Background: an optimization exercise with open tools, aiming at small area, a short achievable clock period and few clock cycles. Do not read the settings as production practice.
Function was checked by simulation only, so behaviour that the tests miss may differ from the original.
Power and IR drop assume default switching activity.

==> design/flow/run.sh <==
#!/bin/bash
# synth_recipe.tcl (not shown) runs the flow's synth.tcl, then flattens the netlist and writes it again
# the make line also repeats each setting of config.mk as NAME=value (left out here)
make -C /OpenROAD-flow-scripts/flow DESIGN_CONFIG=/design/flow/config.mk WORK_HOME=/design/flow/orfs CLKGATE_MAP_FILE= SYNTH_SCRIPT=/design/flow/synth_recipe.tcl finish
==> design/flow/config.mk <==
export PLATFORM = sky130hd
export DESIGN_NAME = CHIP
export DESIGN_NICKNAME = CHIP
export VERILOG_FILES = /design/flow/design.v
export SDC_FILE = /design/flow/constraint.sdc
export NUM_CORES = 4
export LEC_CHECK = 0
export CAP_MARGIN = 20
export CELL_PAD_IN_SITES_DETAIL_PLACEMENT = 1
export CELL_PAD_IN_SITES_GLOBAL_PLACEMENT = 2
export CORE_MARGIN = 2
export CORE_UTILIZATION = 25
export PLACE_DENSITY = 0.35
export SLEW_MARGIN = 20
==> design/flow/constraint.sdc <==
create_clock -name core_clock -period 8.5 [get_ports {clk}]
set_input_delay 1.7000 -clock core_clock [delete_from_list [all_inputs] [get_ports {clk}]]
set_output_delay 1.7000 -clock core_clock [all_outputs]
set_load 0.01 [all_outputs]
==> design/flow/design.v <==
module CHIP (	clk,
				rst_n,
				mem_read_D,
				mem_write_D,
				mem_addr_D,
				mem_wdata_D,
				mem_rdata_D,
				mem_ready_D,
				mem_read_I,
				mem_write_I,
				mem_addr_I,
				mem_wdata_I,
				mem_rdata_I,
				mem_ready_I,
				DCACHE_addr, 
				DCACHE_wdata,
				DCACHE_wen   
			);
input			clk, rst_n;
output			mem_read_D;
output			mem_write_D;
output	[31:4]	mem_addr_D;
output	[127:0]	mem_wdata_D;
input	[127:0]	mem_rdata_D;
input			mem_ready_D;
output			mem_read_I;
output			mem_write_I;
output	[31:4]	mem_addr_I;
output	[127:0]	mem_wdata_I;
input	[127:0]	mem_rdata_I;
input			mem_ready_I;
output	[29:0]	DCACHE_addr;
output	[31:0]	DCACHE_wdata;
output			DCACHE_wen;
wire        ICACHE_ren;
wire        ICACHE_wen;
wire [29:0] ICACHE_addr;
wire [31:0] ICACHE_wdata;
wire        ICACHE_stall;
wire [31:0] ICACHE_rdata;
wire        DCACHE_ren;
wire        DCACHE_wen;
wire [29:0] DCACHE_addr;
wire [31:0] DCACHE_wdata;
wire        DCACHE_stall;
wire [31:0] DCACHE_rdata;
	MIPS_Pipeline i_MIPS(
		.clk			(clk), 
		.rst_n			(rst_n),
		.ICACHE_ren		(ICACHE_ren),
		.ICACHE_wen		(ICACHE_wen),
		.ICACHE_addr	(ICACHE_addr),
		.ICACHE_wdata	(ICACHE_wdata),
		.ICACHE_stall	(ICACHE_stall),
		.ICACHE_rdata	(ICACHE_rdata),
		.DCACHE_ren		(DCACHE_ren),
		.DCACHE_wen		(DCACHE_wen),
		.DCACHE_addr	(DCACHE_addr),
		.DCACHE_wdata	(DCACHE_wdata),
		.DCACHE_stall	(DCACHE_stall),
		.DCACHE_rdata	(DCACHE_rdata)
	);
	cache D_cache(
		.clk		(clk),
		.proc_reset	(~rst_n),
		.proc_read	(DCACHE_ren),
		.proc_write	(DCACHE_wen),
		.proc_addr	(DCACHE_addr),
		.proc_wdata	(DCACHE_wdata),
		.proc_stall	(DCACHE_stall),
		.proc_rdata	(DCACHE_rdata),
		.mem_read	(mem_read_D),
		.mem_write	(mem_write_D),
		.mem_addr	(mem_addr_D),
		.mem_rdata	(mem_rdata_D),
		.mem_wdata	(mem_wdata_D),
		.mem_ready	(mem_ready_D)
	);
	cache I_cache(
		.clk		(clk),
		.proc_reset	(~rst_n),
		.proc_read	(ICACHE_ren),
		.proc_write	(ICACHE_wen),
		.proc_addr	(ICACHE_addr),
		.proc_wdata	(ICACHE_wdata),
		.proc_stall	(ICACHE_stall),
		.proc_rdata	(ICACHE_rdata),
		.mem_read	(mem_read_I),
		.mem_write	(mem_write_I),
		.mem_addr	(mem_addr_I),
		.mem_rdata	(mem_rdata_I),
		.mem_wdata	(mem_wdata_I),
		.mem_ready	(mem_ready_I)
	);
endmodule
module cache(
    clk,
    proc_reset,
    proc_read,
    proc_write,
    proc_addr,
    proc_wdata,
    proc_stall,
    proc_rdata,
    mem_read,
    mem_write,
    mem_addr,
    mem_rdata,
    mem_wdata,
    mem_ready
);
	parameter CACHE_NUM = 8;
	parameter CACHE_WIDTH = 155;  
    input          clk;
    input          proc_reset;
    input          proc_read, proc_write;
    input   [29:0] proc_addr;
    input   [31:0] proc_wdata;
    output         proc_stall;
    output  [31:0] proc_rdata;
    input  [127:0] mem_rdata;
    input          mem_ready;
    output         mem_read, mem_write;
    output  [27:0] mem_addr;
    output [127:0] mem_wdata;
	reg		[CACHE_WIDTH-1:0] cache_mem [0:CACHE_NUM-1];	
	reg		[31:0] proc_rdata;
	reg			   proc_stall;
	reg			   mem_read,mem_write;
	reg		[27:0] mem_addr;
	reg	   [127:0] mem_wdata;
	integer i;
	reg	   [154:0] block;
	always@(*) begin
		block 	   = cache_mem[proc_addr[4:2]];
		mem_read   = 0;
		mem_write  = 0;
		mem_addr   = 0;
		mem_wdata  = 0;
		proc_stall = 0;
		proc_rdata = 0;
		if (proc_read || proc_write)begin
			if (block[154] == 1) begin
				if(block[152:128] == proc_addr[29:5])begin
					if(proc_read) begin
						case(proc_addr[1:0])
							2'd0: proc_rdata = block[127:96];
							2'd1: proc_rdata = block[95:64];
							2'd2: proc_rdata = block[63:32];
							2'd3: proc_rdata = block[31:0];
						endcase
						proc_stall = 0;
					end
					else begin
						case(proc_addr[1:0])
							2'd0: block[127:96] = proc_wdata;
							2'd1: block[95:64]  = proc_wdata;
							2'd2: block[63:32]  = proc_wdata;
							2'd3: block[31:0]   = proc_wdata;
						endcase
						block[153] = 1; 
						proc_stall = 0;					
					end
				end
				else begin
					proc_stall = 1; 
					if(block[153] == 0) begin
						if(mem_ready == 0) begin
							mem_read = 1;
							mem_write = 0;
							mem_addr = proc_addr[29:2];
						end
						else begin
							mem_read  = 0;
							mem_write = 0;
							block[127:96]	= mem_rdata[31:0]; 
							block[95:64] 	= mem_rdata[63:32]; 
							block[63:32] 	= mem_rdata[95:64]; 
							block[31:0] 	= mem_rdata[127:96]; 
							block[152:128]  = proc_addr[29:5]; 
						end
					end
					else begin
						if(mem_ready == 0 ) begin
							mem_read  = 0;
							mem_write = 1;
							mem_addr  = {block[152:128],proc_addr[4:2]};  
							mem_wdata = {block[31:0],block[63:32],block[95:64],block[127:96]};
						end
						else begin
							block[153] = 0; 
						end
					end
				end				
			end
			else begin
				proc_stall = 1; 
				if (mem_ready == 0) begin
					mem_read  = 1;
					mem_write = 0;
					mem_addr  = proc_addr[29:2];
				end
				else begin
					mem_read  = 0;
					mem_write = 0;
					block[127:96]	= mem_rdata[31:0]; 
					block[95:64] 	= mem_rdata[63:32]; 
					block[63:32] 	= mem_rdata[95:64]; 
					block[31:0] 	= mem_rdata[127:96]; 
					block[152:128]  = proc_addr[29:5]; 
					block[154]= 1; 
					block[153]= 0; 
				end
			end
		end
		else begin
			mem_read   = 0;
			mem_write  = 0;
			mem_addr   = 0;
			mem_wdata  = 0;
			proc_stall = 0;
			proc_rdata = 0;
		end
	end
	always@(posedge clk or posedge proc_reset) begin
		if(proc_reset)begin
			for (i=0;i<CACHE_NUM;i=i+1)
				cache_mem[i] <= 155'b0;	
		end
		else begin
			cache_mem[proc_addr[4:2]] <= block;
		end
	end
endmodule
module MIPS_Pipeline(
		clk, 
		rst_n,
		ICACHE_ren,
		ICACHE_wen,
		ICACHE_addr,
		ICACHE_wdata,
		ICACHE_stall,
		ICACHE_rdata,
		DCACHE_ren,
		DCACHE_wen,
		DCACHE_addr,
		DCACHE_wdata,
		DCACHE_stall,
		DCACHE_rdata
	);
    input			clk,rst_n;
	input			ICACHE_stall;
	input  [31:0]   ICACHE_rdata;
	output			ICACHE_ren,ICACHE_wen;
	output [29:0]	ICACHE_addr;
	output [31:0]	ICACHE_wdata;
	input			DCACHE_stall;
	input  [31:0]   DCACHE_rdata;
	output			DCACHE_ren,DCACHE_wen;
	output [29:0]	DCACHE_addr;
	output [31:0]	DCACHE_wdata;
	reg  [31:0] PC_i;
	wire [31:0] PC_o;
	wire [31:0] PC_add4;
	wire		PCSrc;
	wire [31:0] jump_addr;
	wire [31:0] Sign_Extend;
	wire		RegDst;
	wire		Jump;
	wire		Branch;
	wire		MemRead;
	wire		MemToReg;
	wire [ 1:0]	ALUOp;
	wire		MemWrite;
	wire		ALUSrc;
	wire		RegWrite_WB;  
	wire		jal_ID,jal_WB;
	wire		jr;
	wire [ 8:0]	control_out;
	wire [31:0] IR;
	wire [ 4:0] Reg_R1;
	wire [ 4:0] Reg_R2;
	wire [ 4:0] Reg_W;	
	wire [31:0] WriteData;
	wire [31:0] Reg1_out,Reg2_out;
	wire [31:0] ReadData1;
	wire [31:0] ReadData2; 
	wire		ALUzero;
	wire 		Bubble;
	wire		Hazard_stall;
	wire [ 3:0] ALUctrl;
	wire [31:0] ALUin1;
	wire [31:0] ALUin2;
	wire [31:0] ALUresult;
	wire [31:0] BranchAddr;
	wire [31:0] MUX_Branch_o;
	wire [31:0] MUX_Jump_o;
	wire		   IF_flush;
	wire    [ 63:0]IF_ID_next;
	wire    [116:0]ID_EX_next;
	wire	[ 74:0]EX_MEM_next;
	reg	 	[ 63:0]IF_ID;
	reg	 	[116:0]ID_EX;
	reg	    [ 74:0]EX_MEM;
	wire 	[  1:0]ForwardA,ForwardB;
	assign ICACHE_ren   = 1;
	assign ICACHE_wen   = 0;
	assign ICACHE_wdata = 0;
	assign BranchAddr= IF_ID[31:0] + {Sign_Extend[29:0],2'b00};
	assign ALUzero	 = (ReadData1 == ReadData2) ? 1 : 0;
	assign PCSrc	 = ID_EX_next[2] && ALUzero;  
	assign jump_addr = {IF_ID[31:28],IR[25:0],2'b00} ;
	always@(*)begin
		PC_i = PC_add4;
		if(jr)
			PC_i = ReadData1;
		else
		if(Jump)
			PC_i = jump_addr;
		else
		if(PCSrc)
			PC_i = BranchAddr;
		else
			PC_i = PC_add4;
	end
	PC PC (
	.PC_i			(PC_i),
	.PC_o			(PC_o),
	.ICACHE_stall_i	(ICACHE_stall),
	.DCACHE_stall_i	(DCACHE_stall),
	.Hazard_stall_i	(Hazard_stall),
	.clk			(clk),
	.rst_n			(rst_n)
	);	
	assign ICACHE_addr = PC_o[31:2];
	Adder Adder0 (
	.data0_i	(PC_o),
	.data1_i	(32'b100),
	.data_o		(PC_add4)
	);
	assign IF_ID_next[31: 0] = PC_add4;
	assign IF_ID_next[63:32] = ICACHE_rdata;
	assign IR	  = IF_ID[63:32];	
	assign Reg_R1 = IR[25:21];
	assign Reg_R2 = IR[20:16];	
	Register Register (
	.Reg_R1_i		(Reg_R1),
	.Reg_R2_i		(Reg_R2),
	.Reg_W_i		(Reg_W),
	.RegWrite_WB_i	(RegWrite_WB),
	.jal_ID_i		(jal_ID),
	.jal_WB_i		(jal_WB),
	.PC_add4_i		(IF_ID[31:0]),    
	.WriteData_i	(WriteData),
	.ReadData1_o	(Reg1_out),
	.ReadData2_o	(Reg2_out),
	.clk			(clk),
	.rst_n			(rst_n)
	);
	MUX4_32b MUX_ForwardA(
	.data0_i(Reg1_out),
	.data1_i(WriteData),
	.data2_i(ALUresult),
	.sel_i	(ForwardA),
	.data_o	(ReadData1)
	);
	MUX4_32b MUX_ForwardB(
	.data0_i(Reg2_out),
	.data1_i(WriteData),
	.data2_i(ALUresult),
	.sel_i	(ForwardB),
	.data_o	(ReadData2)
	);	
	assign	IF_flush = Jump || jal_ID || jr || PCSrc;
	Control Control (
	.opcode_i	(IR[31:26]),
	.func_i		(IR[5:0]),
	.RegDst_o	(control_out[5]),
	.Jump_o		(Jump), 
	.Branch_o	(control_out[2]),
	.MemRead_o	(control_out[3]),
	.MemToReg_o	(control_out[1]),
	.ALUOp_o	(control_out[7:6]),
	.MemWrite_o	(control_out[4]),
	.ALUSrc_o	(control_out[8]),
	.RegWrite_o	(control_out[0]),
	.jal_o		(jal_ID),  
	.jr_o		(jr)    
	);
	MUX2_9b Bubble0 (
	.data0_i(control_out[8:0]),
	.data1_i(9'b0),
	.sel_i	(Bubble),
	.data_o	(ID_EX_next[8:0])	
	);
	Hazard_detection Hazard_detection(
	.ID_EX_MemRead_i(ID_EX[3]),
	.ID_EX_Rt_i		(ID_EX[115:111]), 
	.IF_ID_Rs_i		(IR[25:21]),
	.IF_ID_Rt_i		(IR[20:16]),
	.Bubble_o		(Bubble),
	.Hazard_stall_o	(Hazard_stall)
	);
	Sign_Extend Sign_Extend0 (
	.data_i(IR[15:0]),
	.data_o(Sign_Extend)
	);
	assign ID_EX_next[104: 73] = Sign_Extend ;
	assign ID_EX_next[ 40:  9] = ReadData1;
	assign ID_EX_next[ 72: 41] = ReadData2;
	assign ID_EX_next[110:105] = IR[31:26];  
	assign ID_EX_next[115:111] = IR[20:16];  
	assign ID_EX_next[116]	   = jal_ID;
	forward_unit forward_unit( 
	.EX_MEM_Rd_i		(Reg_W), 
	.ID_EX_Rd_i			(EX_MEM_next[73:69]),
	.IF_ID_Rs_i			(IR[25:21]),
	.IF_ID_Rt_i			(IR[20:16]),
	.EX_MEM_RegWrite_i	(EX_MEM[0]), 
	.ID_EX_RegWrite_i	(ID_EX[0]),
	.ForwardA_o			(ForwardA),
	.ForwardB_o			(ForwardB)
	);
	assign ALUSrc = ID_EX[8];
	MUX2_32b MUX_ALUSrc (
	.data0_i(ID_EX[72:41]),
	.data1_i(ID_EX[104:73]),
	.sel_i	(ALUSrc),
	.data_o	(ALUin2)
	);
	assign RegDst = ID_EX[5];
	MUX2_5b MUX_RegDST (
	.data0_i(ID_EX[115:111]),
	.data1_i(ID_EX[ 88: 84]),
	.sel_i	(RegDst),
	.data_o	(EX_MEM_next[73:69])
	);
	assign ALUOp = ID_EX[7:6];
	ALU_Control ALU_Control (
	.opcode_i	(ID_EX[110:105]),
	.func_i		(ID_EX[78:73]),
	.ALUOp_i	(ALUOp),
	.ALUctrl_o	(ALUctrl)
	);
	assign	ALUin1 = ID_EX[40:9]; 
	ALU ALU (
	.ALUin1_i	(ALUin1),
	.ALUin2_i	(ALUin2),
	.ALUctrl_i	(ALUctrl),
	.shamt_i	(ID_EX[83:79]),
	.ALUresult_o(ALUresult)
	);	
	assign EX_MEM_next[36: 5] = ALUresult;
	assign EX_MEM_next[ 4: 0] = ID_EX[ 4: 0];
	assign EX_MEM_next[68:37] = ID_EX[72:41];
	assign EX_MEM_next[74]    = ID_EX[116];
	assign DCACHE_ren		  = EX_MEM[3];
	assign DCACHE_wen		  = EX_MEM[4];
	assign DCACHE_addr 		  = EX_MEM[36: 7];
	assign DCACHE_wdata 	  = EX_MEM[68:37];
	assign RegWrite_WB		  = EX_MEM[0];
	assign Reg_W 	  		  = EX_MEM[73:69];
	assign jal_WB			  = EX_MEM[74];
	assign MemToReg = EX_MEM[1];
	MUX2_32b MUX_MemToReg (
	.data0_i(EX_MEM[36:5]),
	.data1_i(DCACHE_rdata),
	.sel_i	(MemToReg),
	.data_o	(WriteData)
	);	
	always@(posedge clk or negedge rst_n) begin
		if (~rst_n ) begin
			IF_ID  <= 0;
		end		
		else 
		if (ICACHE_stall || DCACHE_stall || Hazard_stall ) begin
			IF_ID  <= IF_ID;
		end
		else
		if	(!(ICACHE_stall || DCACHE_stall || Hazard_stall ) && IF_flush == 1)	begin
			IF_ID  <= 0;
		end
		else begin
			IF_ID  <= IF_ID_next;
		end
	end
	always@(posedge clk or negedge rst_n) begin
		if (~rst_n) begin
			ID_EX  <= 0;
			EX_MEM <= 0;
		end		
		else 
		if (ICACHE_stall || DCACHE_stall) begin
			ID_EX  <= ID_EX;
			EX_MEM <= EX_MEM;
		end	
		else begin
			ID_EX  <= ID_EX_next;
			EX_MEM <= EX_MEM_next;
		end
	end
endmodule
module Control (
	opcode_i,
	func_i,	
	RegDst_o,
	Jump_o,
	Branch_o,
	MemRead_o,
	MemToReg_o,
	ALUOp_o,
	MemWrite_o,
	ALUSrc_o,
	RegWrite_o,
	jal_o,
	jr_o
);
	input  [5:0] opcode_i;
	input  [5:0] func_i;
	output 	     RegDst_o;
	output 		 Jump_o;
	output		 Branch_o;
	output		 MemRead_o;
	output		 MemToReg_o;
	output [1:0] ALUOp_o;
	output		 MemWrite_o;
	output 		 ALUSrc_o;
	output 		 RegWrite_o;
	output		 jal_o;
	output		 jr_o;
	wire r,lw,sw,beq,jump,jal,jr,imm;  
	parameter addi = 6'b001000;
	parameter andi = 6'b101100;
	parameter ori  = 6'b001101;
	parameter xori = 6'b001110;
	parameter slti = 6'b001010;
	assign r    = (  opcode_i == 6'b000000 ) ? 1'b1 : 1'b0 ;
	assign lw   = (  opcode_i == 6'b100011 ) ? 1'b1 : 1'b0 ;
	assign sw   = (  opcode_i == 6'b101011 ) ? 1'b1 : 1'b0 ;
	assign beq  = (  opcode_i == 6'b000100 ) ? 1'b1 : 1'b0 ;
	assign jump = (  opcode_i == 6'b000010 ) ? 1'b1 : 1'b0 ;
	assign jal  = (  opcode_i == 6'b000011 ) ? 1'b1 : 1'b0 ;
	assign jr   = ( (opcode_i == 6'b000000) && (func_i == 6'b001000) ) ? 1'b1 : 1'b0 ;
	assign imm  = ( (opcode_i == addi)||(opcode_i == andi)||(opcode_i == ori)||(opcode_i == xori)||(opcode_i == slti) )?1'b1:1'b0;
	assign RegDst_o   = r ;
	assign Jump_o 	  = jump || jal ;
	assign Branch_o   = beq ;
    assign MemRead_o  = lw ;
	assign MemToReg_o = lw ;
	assign ALUOp_o	  = { ( r || imm ) , ( beq || imm ) } ;  
	assign MemWrite_o = sw ;
	assign ALUSrc_o   = lw || sw || imm ;
	assign RegWrite_o = r || lw || imm ;
	assign jal_o 	  = jal ;
	assign jr_o	      = jr ;	
endmodule
module Register (
	Reg_R1_i,
	Reg_R2_i,
	Reg_W_i,
	RegWrite_WB_i,
	jal_ID_i,
	jal_WB_i,
	PC_add4_i,
	WriteData_i,
	ReadData1_o,
	ReadData2_o,
	clk,
	rst_n
);
	input		  clk;  
	input 	      rst_n;
	input		  RegWrite_WB_i,jal_ID_i,jal_WB_i;
	input  [ 4:0] Reg_R1_i;
	input  [ 4:0] Reg_R2_i;
	input  [ 4:0] Reg_W_i;
	input  [31:0] PC_add4_i,WriteData_i;
	output [31:0] ReadData1_o;
	output [31:0] ReadData2_o;
	reg [31:0] register [0:31] ;  
	integer i ;  
	assign ReadData1_o = register[Reg_R1_i] ;
	assign ReadData2_o = register[Reg_R2_i] ;
	always @(posedge clk or negedge rst_n) begin
		if (~rst_n) begin
			for ( i = 0 ; i < 32 ; i = i + 1) begin
				register[i] <= 0 ;
			end	
		end 
		else begin
			if (RegWrite_WB_i && jal_WB_i != 1 && Reg_W_i != 5'd0) begin 
				register[Reg_W_i] <= WriteData_i ;
			end
			if (jal_ID_i) begin
				register[31] <= PC_add4_i ;
			end
		end
	end	
endmodule
module PC (
	PC_i,
	PC_o,
	ICACHE_stall_i,
	DCACHE_stall_i,
	Hazard_stall_i,
	clk,
	rst_n
);
	input		  	  clk;
	input			  rst_n;
	input			  ICACHE_stall_i,DCACHE_stall_i,Hazard_stall_i;
	input  	   [31:0] PC_i;
	output reg [31:0] PC_o;
	always @ (posedge clk or negedge rst_n) begin
		if(~rst_n)
			PC_o <= 0;
		else
		if(ICACHE_stall_i || DCACHE_stall_i || Hazard_stall_i)
			PC_o <= PC_o;
		else
			PC_o <= PC_i;
	end
endmodule
module ALU (
	ALUin1_i,
	ALUin2_i,
	ALUctrl_i,
	shamt_i,
	ALUresult_o
);
	input signed [31:0] ALUin1_i;
	input signed [31:0] ALUin2_i;
	input  		 [ 3:0] ALUctrl_i;
	input  		 [ 4:0] shamt_i;
	output reg signed [31:0] ALUresult_o;
	parameter AND = 4'b0000;
	parameter OR  = 4'b0001;
	parameter ADD = 4'b0010;
	parameter SUB = 4'b0011;
	parameter SLT = 4'b0100;
	parameter NOR = 4'b0101;
	parameter XOR = 4'b0110;
	parameter SLL = 4'b0111;
	parameter SRA = 4'b1000;
	parameter SRL = 4'b1001;
	always @(*) begin
		case(ALUctrl_i)
			AND : ALUresult_o = ALUin1_i & ALUin2_i ;
			OR  : ALUresult_o = ALUin1_i | ALUin2_i ; 
			ADD : ALUresult_o = ALUin1_i + ALUin2_i ; 
			SUB : ALUresult_o = ALUin1_i - ALUin2_i ; 
			SLT : ALUresult_o = (ALUin1_i < ALUin2_i) ? 1 : 0 ;
			NOR : ALUresult_o = ~(ALUin1_i | ALUin2_i) ; 
			XOR : ALUresult_o = ALUin1_i ^ ALUin2_i ; 
			SLL : ALUresult_o = ALUin1_i <<  shamt_i; 
			SRA : ALUresult_o = ALUin1_i >>> shamt_i; 
			SRL : ALUresult_o = ALUin1_i >>  shamt_i; 			
			default : ALUresult_o = 0;
		endcase
	end 
endmodule
module ALU_Control (
	opcode_i,
	func_i,
	ALUOp_i,
	ALUctrl_o
);
	input 	    [5:0] opcode_i;
	input 		[5:0] func_i;
	input  		[1:0] ALUOp_i;	
	output reg  [3:0] ALUctrl_o;
	parameter AND = 4'b0000;
	parameter OR  = 4'b0001;
	parameter ADD = 4'b0010;
	parameter SUB = 4'b0011;
	parameter SLT = 4'b0100;
	parameter NOR = 4'b0101;
	parameter XOR = 4'b0110;
	parameter SLL = 4'b0111;
	parameter SRA = 4'b1000;
	parameter SRL = 4'b1001;
	always@(*) begin
		case(ALUOp_i)
		2'b00: 	ALUctrl_o = ADD;
		2'b01: 	ALUctrl_o = SUB;
		2'b10: begin
			case(func_i)
			6'b100000: ALUctrl_o = ADD;
			6'b100010: ALUctrl_o = SUB;
			6'b100100: ALUctrl_o = AND;
			6'b100101: ALUctrl_o = OR;
			6'b101010: ALUctrl_o = SLT;
			6'b100110: ALUctrl_o = XOR;
			6'b100111: ALUctrl_o = NOR;
			6'b000000: ALUctrl_o = SLL;
			6'b000011: ALUctrl_o = SRA;
			6'b000010: ALUctrl_o = SRL;
			default:   ALUctrl_o = 0;	
			endcase
		end
		2'b11:
			case(opcode_i)
			6'b001000: ALUctrl_o = ADD;
			6'b101100: ALUctrl_o = AND;
			6'b001101: ALUctrl_o = OR;
			6'b001110: ALUctrl_o = XOR;
			6'b001010: ALUctrl_o = SLT;
			default:   ALUctrl_o = 0;
			endcase
		endcase
	end
endmodule
module Adder (
	data0_i,
	data1_i,
	data_o
);
	input  [31:0] data0_i;
	input  [31:0] data1_i;
	output [31:0] data_o;
	assign data_o = data0_i + data1_i ;
endmodule
module Sign_Extend (
	data_i,
	data_o
);
	input  [15:0] data_i;
	output [31:0] data_o;
	assign data_o = { {16{data_i[15]}} , data_i } ;
endmodule
module MUX2_5b (
	data0_i,
	data1_i,
	sel_i,
	data_o
);
	input  [4:0] data0_i;
	input  [4:0] data1_i;
	input		 sel_i;	
	output [4:0] data_o;
	assign data_o = sel_i ? data1_i : data0_i;
endmodule
module MUX2_32b (
	data0_i,
	data1_i,
	sel_i,
	data_o
);
	input  [31:0] data0_i;
	input  [31:0] data1_i;
	input	      sel_i;	
	output [31:0] data_o;
	assign data_o = sel_i ? data1_i : data0_i;
endmodule
module	MUX2_9b (
	data0_i,
	data1_i,
	sel_i,
	data_o
);
	input  [8:0] data0_i;
	input  [8:0] data1_i;
	input	     sel_i;	
	output [8:0] data_o;
	assign data_o = sel_i ? data1_i : data0_i;	
endmodule
module	MUX4_32b (
	data0_i,
	data1_i,
	data2_i,
	sel_i,
	data_o
);
	input		[31:0] data0_i,data1_i,data2_i;
	input		[ 1:0] sel_i;
	output	reg [31:0] data_o;
	always@(*) begin
		case(sel_i)
		2'b00: 	 data_o = data0_i;
		2'b01: 	 data_o = data1_i;
		2'b10: 	 data_o = data2_i;
		default: data_o = data0_i;
		endcase
	end
endmodule
module Hazard_detection (
	ID_EX_MemRead_i,
	ID_EX_Rt_i,
	IF_ID_Rs_i,
	IF_ID_Rt_i,
	Bubble_o,
	Hazard_stall_o
);
	input 		ID_EX_MemRead_i;
	input [4:0]	ID_EX_Rt_i,IF_ID_Rs_i,IF_ID_Rt_i;
	output reg Hazard_stall_o,Bubble_o;
	always@(*) begin	
		if(ID_EX_MemRead_i == 1 && ( ID_EX_Rt_i == IF_ID_Rs_i || ID_EX_Rt_i == IF_ID_Rt_i )) begin
			Hazard_stall_o = 1;
			Bubble_o	   = 1;
		end
		else begin
			Hazard_stall_o = 0;
			Bubble_o	   = 0;
		end
	end
endmodule
module forward_unit ( 
	EX_MEM_Rd_i, 
	ID_EX_Rd_i,
	IF_ID_Rs_i,
	IF_ID_Rt_i,
	EX_MEM_RegWrite_i, 
	ID_EX_RegWrite_i,
	ForwardA_o,
	ForwardB_o
);
    input       [4:0] EX_MEM_Rd_i, ID_EX_Rd_i;  
	input       [4:0] IF_ID_Rs_i,IF_ID_Rt_i;  
	input             EX_MEM_RegWrite_i,ID_EX_RegWrite_i;  
	output reg	[1:0] ForwardA_o,ForwardB_o;  
	always@(*) begin
		if (EX_MEM_RegWrite_i == 1 && EX_MEM_Rd_i != 0 && EX_MEM_Rd_i == IF_ID_Rs_i && 
			!(ID_EX_RegWrite_i == 1 && ID_EX_Rd_i != 0 && ID_EX_Rd_i == IF_ID_Rs_i))
			ForwardA_o = 2'b01;
		else
		if (ID_EX_RegWrite_i == 1 && ID_EX_Rd_i != 0 && ID_EX_Rd_i == IF_ID_Rs_i)
			ForwardA_o = 2'b10;
		else
			ForwardA_o = 2'b00;
	end
	always@(*) begin
		if (EX_MEM_RegWrite_i == 1 && EX_MEM_Rd_i != 0 && EX_MEM_Rd_i == IF_ID_Rt_i && 
			!(ID_EX_RegWrite_i == 1 && ID_EX_Rd_i != 0 && ID_EX_Rd_i == IF_ID_Rt_i))
			ForwardB_o = 2'b01;
		else
		if (ID_EX_RegWrite_i == 1 && ID_EX_Rd_i != 0 && ID_EX_Rd_i == IF_ID_Rt_i)
			ForwardB_o = 2'b10;
		else
			ForwardB_o = 2'b00;
	end	
endmodule
==> impl_metrics.json <==
{
  "cp.required_ns": 6.80,
  "slew_violations": 0,
  "drive_above_1_share": 0.122,
  "path_max_fanout": 56,
  "grtUsageTotal": 0.319,
  "worst_setup_path_start_kind": "register",
  "finalHoldViolCount": 0,
  "fin_tns_setup_ns": 0,
  "synth_seq_cells": 3772,
  "cts.sinks": 3772,
  "maxSlewHeadroom": 0.131,
  "die_area_um2": 779000,
  "vias": 183000,
  "worst_pin_slew_ns": 1.30,
  "vias_per_cell": 5.61,
  "cts_tree": "done",
  "chipHeight_um": 883,
  "leakagePower_nw": 98.0,
  "synth_edf_count": 0,
  "cts-root-buf": "clkbuf_16",
  "dr.pass1.iters": 8,
  "power.density_nw_per_um2": 402,
  "worstSkewPairLatency_ns": 1.13,
  "grt_pass1_vias": 181000,
  "ys_types": 107,
  "overflow": 0,
  "setup_viol": 0,
  "post-dp-hpwl_mm": 880,
  "p_switching_mw": 46.4,
  "end_kind": "output pin",
  "globalplace.congestion": 0.885,
  "nets": 22300,
  "clock_skew_ns": 0.0749,
  "max-vdd-ir-drop_v": 0.000298,
  "grt_pass1_wl_mm": 1720,
  "synth_area_per_cell_um2": 8.91,
  "area_delta_synth_final_pct": 20.6,
  "wl_mm": 1280,
  "seq_area_frac_synth": 0.489,
  "area.sequential_um2": 94400,
  "cap_violations": 0,
  "io_pins": 639,
  "wire_per_inst_um": 39.3,
  "drt-initial-drc-count": 17700,
  "power_frac_comb": 0.498,
  "synth_area_um2": 193000,
  "postRouteAntennaNets": 0,
  "ys_async_sr_fraction": 1.00,
  "critical_path_class": "register to output pin",
  "final_cell_mix": "dfrtp_1 (3747), nand2_1 (3363), o21ai_0 (2916)",
  "hp-class": "register to register",
  "core_area_um2": 769000,
  "path_clk_slew_ns": 0.06,
  "final_common_cell": "dfrtp_1",
  "multi_input_area_um2": 91900,
  "nFillCells": 87300,
  "power_frac_seq": 0.264,
  "synth_ff_type": "dfrtp_1",
  "clkPwrFrac": 0.237,
  "port_buffers": 638,
  "clk_path_buf_depth": 4,
  "cts_inserted_buffers": 518,
  "remaining_drc_errors": 0,
  "min_period_over_period": 0.981,
  "start_util": 0.251,
  "fp-row-count": 322,
  "netlist_instances": 21700,
  "internal-power_mw": 47.2,
  "fmax_mhz": 120,
  "switching_share": 0.496,
  "status": "timing/DRC/antenna clean",
  "htree_levels": 6,
  "antenna_found_initial": 192,
  "rsz0062_at_grt": "false",
  "chipWidth_um": 883,
  "arrival_ns": 6.64,
  "syn-num-nets": 22000,
  "grt_max_degree": 157,
  "final_cells": 32600,
  "finalCriticalPeriod_ns": 8.34,
  "dp_cells": 31600,
  "yosysWarnings": 11
}
[critical path, stage by stage, from the launching register on]
cell and delay (ns):
dfrtp_4 0.82, buf_4 0.35, and3b_2 0.26, a22o_1 0.20, o32ai_2 0.55, xor2_1 0.28, nand4_1 0.29, or4_4 0.76
nor3_4 0.27, or4_4 0.58, buf_12 0.32, nor3_1 0.10, clkdlybuf4s50_1 0.52
[per-layer routing]
| metal | GRT usage | routed length (um) |
|---|---|---|
| met2 | 0.502 | 573000 |
| met3 | 0.0439 | 70200 |
| met1 | 0.456 | 594000 |
| met4 | 0.0953 | 45100 |
| met5 | 0 | 168 |
[state kept, by name, summed over array words and instances (netlist names)]
name and flops:
i_MIPS.ID_EX 99, I_cache.cache_mem 1240, i_MIPS.EX_MEM 73, i_MIPS.PC.PC_o 32, i_MIPS.IF_ID 64, D_cache.cache_mem 1240
i_MIPS.Register.register 1024
[logic make-up after synthesis]
kind of cell	share of synthesized area
fa+ha+maj	0.00868
buf+inv	0.0457
flops	0.489
xor+xnor	0.00722
mux	0.0615
simple gates	0.157
compound gates	0.231
[per-stage QoR]
step / utilization / hold WS (ns) / power (mW) / area [um2] / worst slack, ns
3_3_place_gp: 0.280 / 0.378 / 70.8 / 215000 / 0.777
5_1_grt: 0.302 / 0.409 / 97.4 / 233000 / 0.00886
4_1_cts: 0.302 / 0.394 / 93.9 / 232000 / 0.00644
2_1_floorplan: - / 0.428 / 44.4 / 193000 / 2.28
3_5_place_dp: 0.280 / 0.381 / 71.3 / 216000 / 0.917
6_report: 0.303 / 0.399 / 93.6 / 233000 / 0.160
[cells in the mapped netlist, types with 44 or more instances]
| cell type | instances | share of area |
|---|---|---|
| nand3_1 | 487 | 0.013 |
| nor3_1 | 157 | 0.0041 |
| a221oi_1 | 287 | 0.013 |
| inv_1 | 175 | 0.0034 |
| ha_1 | 129 | 0.0084 |
| o32a_1 | 58 | 0.0030 |
| nand2_1 | 3395 | 0.066 |
| xnor2_1 | 93 | 0.0042 |
| nor2b_1 | 203 | 0.0066 |
| a211oi_1 | 100 | 0.0039 |
| or3_1 | 44 | 0.0014 |
| mux2i_1 | 555 | 0.029 |
| clkbuf_1 | 1659 | 0.032 |
| o22ai_1 | 198 | 0.0064 |
| mux2_2 | 250 | 0.015 |
| nand2b_1 | 78 | 0.0025 |
| mux4_2 | 152 | 0.018 |
| o2bb2ai_1 | 58 | 0.0026 |
| nor2_1 | 2077 | 0.040 |
| a31oi_1 | 100 | 0.0032 |
| a21oi_1 | 1775 | 0.046 |
| a21o_1 | 44 | 0.0017 |
| buf_2 | 88 | 0.0023 |
| a222oi_1 | 57 | 0.0030 |
| o221ai_1 | 96 | 0.0044 |
| o21ai_1 | 64 | 0.0017 |
| o21ai_0 | 2929 | 0.076 |
| a22o_1 | 194 | 0.0088 |
| nor4_1 | 94 | 0.0030 |
| and3_1 | 172 | 0.0056 |
| a2111oi_0 | 53 | 0.0024 |
| buf_4 | 99 | 0.0039 |
| dfrtp_1 | 3772 | 0.49 |
| a22oi_1 | 728 | 0.028 |
| o211ai_1 | 104 | 0.0040 |
| nand4_1 | 178 | 0.0058 |
| buf_1 | 165 | 0.0032 |
| xor2_1 | 66 | 0.0030 |
[cell type report]
class	instances	share of cell area
antenna	96	0.00103
clock buffer	759	0.0655
clock inverter	126	0.00605
inverter	185	0.00317
multi-input combinational	15700	0.395
sequential	3772	0.406
tap	10200	0.0549
timing repair buffer	1753	0.0687
[power groups by stage]
stage | combinational, mW | sequential (mW) | clock [mW]
2_1_floorplan | 20.8 | 23.6 | 0
3_3_place_gp | 45.9 | 25.0 | 0
3_5_place_dp | 46.2 | 25.0 | 0
4_1_cts | 46.3 | 24.7 | 22.8
5_1_grt | 48.8 | 25.2 | 23.4
6_report | 46.7 | 24.7 | 22.2
[timing repair]
item / in CTS / in global routing
pin swaps: 1 / 2
resized for setup: 2 / 0
hold buffers: 0 / 0
endpoints found under the setup margin: 8 / 16
setup buffers: 3 / 3
gates cloned: 0 / 1
[path summary, 6_finish.rpt]
| check | from | end | slack [ns] | cells past startpoint |
|---|---|---|---|---|
| min in group asynchronous | rst_n | D_cache.cache_mem[5][27] | 0.56 | 1 |
| hold / removal | i_MIPS.Register.register[0][5] | i_MIPS.Register.register[0][5] | 0.40 | 0 |
| max in group asynchronous | rst_n | I_cache.cache_mem[7][57] | 5.71 | 3 |
| setup reg to reg | i_MIPS.EX_MEM[9] | i_MIPS.PC.PC_o[13] | 0.82 | 21 |
| hold reg to reg | i_MIPS.Register.register[0][5] | i_MIPS.Register.register[0][5] | 0.40 | 0 |
| setup / recovery | i_MIPS.EX_MEM[9] | mem_wdata_D[61] | 0.16 | 12 |
Testbench counts, summed over its fixed seeds: cycles 215,823.

==> port drivers added, routing unchanged <==
No port has a modelled driver above. Below, the same layout with a new extraction and two added sets of constraints. Step 1 assumes that a clkbuf_16 drives the clock port and a buf_2 every other input. Step 2 also shifts input and output timing later by t, the mid clock arrival at the registers, as if the neighbouring blocks saw the same clock. a / b / c = ideal / step 1 / step 2; a / b = the first two.
shift t [ns]: 1.221
setup WS [ns]: 0.160 / 0.028 / 0.819
pins driven straight from the clock port: 1
After both steps this run still meets setup and hold. The setup slack of this run moves by -0.132 ns with the drivers and by +0.659 ns with both steps.
